This design comes from an exercise in tuning for small area, a short achievable clock period and few clock cycles per item on the open sky130 flow, not from production work.
The RTL was checked by simulation tests, not by an equivalence proof against the original design.

==> inputs of job 6356 <==
// numberAnalyzer
module numberAnalyzer(isEven, isFibonacci, isPalindrome, stuckStateEven, stuckStateFibonacci, stuckStatePalindrome, inp, reset, go_i, clk);
==> flow/config.mk <==
export PLATFORM = sky130hd
export DESIGN_NAME = numberAnalyzer
export DESIGN_NICKNAME = numberAnalyzer
export VERILOG_FILES = /design/flow/design.v
export SDC_FILE = /design/flow/constraint.sdc
export NUM_CORES = 4
export LEC_CHECK = 0
export CAP_MARGIN = 20
export CORE_MARGIN = 2
export CORE_UTILIZATION = 60
export CTS_BUF_LIST = sky130_fd_sc_hd__clkbuf_8
export PLACE_DENSITY = 0.75
export SLEW_MARGIN = 20
==> flow/constraint.sdc <==
create_clock -name core_clock -period 130.0 [get_ports {clk}]
set_input_delay 26.0000 -clock core_clock [delete_from_list [all_inputs] [get_ports {clk}]]
set_output_delay 26.0000 -clock core_clock [all_outputs]
set_load 0.01 [all_outputs]
standard.sh (not shown) runs the stock make flow with config.mk's settings and CLKGATE_MAP_FILE= SYNTH_SCRIPT=/design/flow/synth_recipe.tcl, a recipe that flattens the netlist after the stock synthesis.
==> flow/flow/run.sh <==
#!/bin/bash
# Own layout flow: the standard synthesis, then the combinational logic is
# mapped again with an area-oriented ABC script (flip-flops are kept as the
# standard synthesis made them: same instances, names and cells), then the standard flow's
# standard layout from that netlist.  Each tool's output goes to a log here.
set -euo pipefail
W=$PWD
F=$W/flow
P=${FLOW_PLATFORM:-sky130hd}
R=$W/orfs/results/$P/numberAnalyzer/base
LOGS=$W/orfs/logs/$P/numberAnalyzer/base
YOSYS=${YOSYS_EXE:-$FLOW_HOME/../tools/install/yosys/bin/yosys}
[[ -x $YOSYS ]] || YOSYS=yosys

# 1. standard synthesis
bash standard.sh synth > $W/flow_synth.log 2>&1

# 2. re-map the combinational logic
cp $R/1_2_yosys.v $W/standard_1_2_yosys.v
printf 'set_driving_cell sky130_fd_sc_hd__buf_1\nset_load 5\n' > $W/remap.constr
export REMAP_IN=$W/standard_1_2_yosys.v
export REMAP_OUT=$W/remap_1_2_yosys.v
export REMAP_LIB=$FLOW_HOME/platforms/$P/lib/sky130_fd_sc_hd__tt_025C_1v80.lib
export REMAP_ABC=$F/area.abc
export REMAP_CONSTR=$W/remap.constr
export REMAP_TOP=$FLOW_TOP
export REMAP_DONTUSE="$(grep -o -- '-dont_use [^ ]*' $LOGS/1_2_yosys.log | sed 's/-dont_use //' | sort -u | tr '\n' ' ')"
$YOSYS -c $F/remap.tcl > $W/flow_remap.log 2>&1
cp $REMAP_OUT $R/1_2_yosys.v
rm -f $R/1_synth.odb $R/1_synth.sdc

# 3. standard layout from the re-mapped netlist
bash standard.sh BUFFER_PORTS_ARGS="-buffer_cell sky130_fd_sc_hd__buf_1" SETUP_SLACK_MARGIN=90 > $W/flow_layout.log 2>&1
==> flow/flow/area.abc <==
strash
&get -n
&deepsyn -J 10 -T 600
&put
dch -f
amap -m
topo
stime -c
Other scripts of this flow, unchanged in this note and not shown: flow/flow/remap.tcl
==> job 3761 (differences from job 6356) <==
--- a/flow/flow/run.sh
+++ b/flow/flow/run.sh
@@ -32,2 +32,2 @@
 # 3. standard layout from the re-mapped netlist
-bash standard.sh BUFFER_PORTS_ARGS="-buffer_cell sky130_fd_sc_hd__buf_1" SETUP_SLACK_MARGIN=90 > $W/flow_layout.log 2>&1
+bash standard.sh BUFFER_PORTS_ARGS="-buffer_cell sky130_fd_sc_hd__buf_1" SETUP_SLACK_MARGIN=91.5 > $W/flow_layout.log 2>&1
==> flow/flow/area.abc (replaced) <==
strash
dc2
dch -f
amap -m
topo
stime -c
CORE_UTILIZATION = 70   (was 60)
CTS_BUF_LIST = sky130_fd_sc_hd__clkbuf_4   (was sky130_fd_sc_hd__clkbuf_8)
PLACE_DENSITY = 0.8   (was 0.75)
==> impl_summary.log <==
[metrics] status: did not finish
[metrics] stage at which the run stopped: 5_1_grt
[metrics] first error in the log: [ERROR GRT-0232] Routing congestion too high. Check the congestion heatmap in the GUI.
[metrics] met1 Usage GRT: a little over two thirds
[metrics] Die X-Extent: around 120 um
[metrics] GP Congestion: roughly 1.1
[metrics] Avg Cell Area, Syn: 5.180 sq um
[metrics] y dimension of the die: 118.3 um
[metrics] total overflow reported by the global router: between 70 and 80
[metrics] met3 GRT Util: ~53%
Source of the figures above: job 3761

==> impl_summary.log <==
[metrics] status: finished clean
[metrics] Logic inverters: ~290
[metrics] Avg Cell Area, Syn: 5.374 sq um
[metrics] met3 GRT Util: under 10%
[metrics] Die X-Extent: approximately 130 um
[metrics] y dimension of the die: 125.5 um
[metrics] start point of the worst hold path: done$_DFF_P_
[metrics] met1 Usage GRT: 51.17%
[metrics] GP Congestion: 1.025
[metrics] vias per cell: around 7
[metrics] worst hold margin: approximately 610 ps
[metrics] via count of the first global-routing pass: between 10000 and 15000
[metrics] post-CTS setup buffer count: 0
Source of the figures above: job 6356

Testbench counts of job 6356, summed over its fixed seeds: cycles 4,800, items 2,400.
Testbench counts of job 3761, summed over its fixed seeds: cycles 4,800, items 2,400.

[port drivers added, routing unchanged]
Ports are ideal in the flow. The routed layout listed here was re-timed in OpenROAD.
Step 1 sets driving cells, clkbuf_16 on the clock port and buf_2 on the other inputs (assumed; they add their load-dependent delay and slew).
Step 2 also shifts input and output timing later by t, the mid clock arrival at the registers, as if the neighbouring blocks saw the same clock.
Three values: no drivers, after step 1, after step 2; two values: the first two.
run: job 6356
shift t [ns]: 0.366
setup WS [ns]: 89.554 / 89.573 / 89.207
latest minus earliest clock arrival (ns): 0.022 / 0.022
cell pins on the clock port's net: 1
After both steps job 6356 still meets setup and hold. The setup slack of job 6356 moves by +0.019 ns with the drivers and by -0.347 ns with both steps.
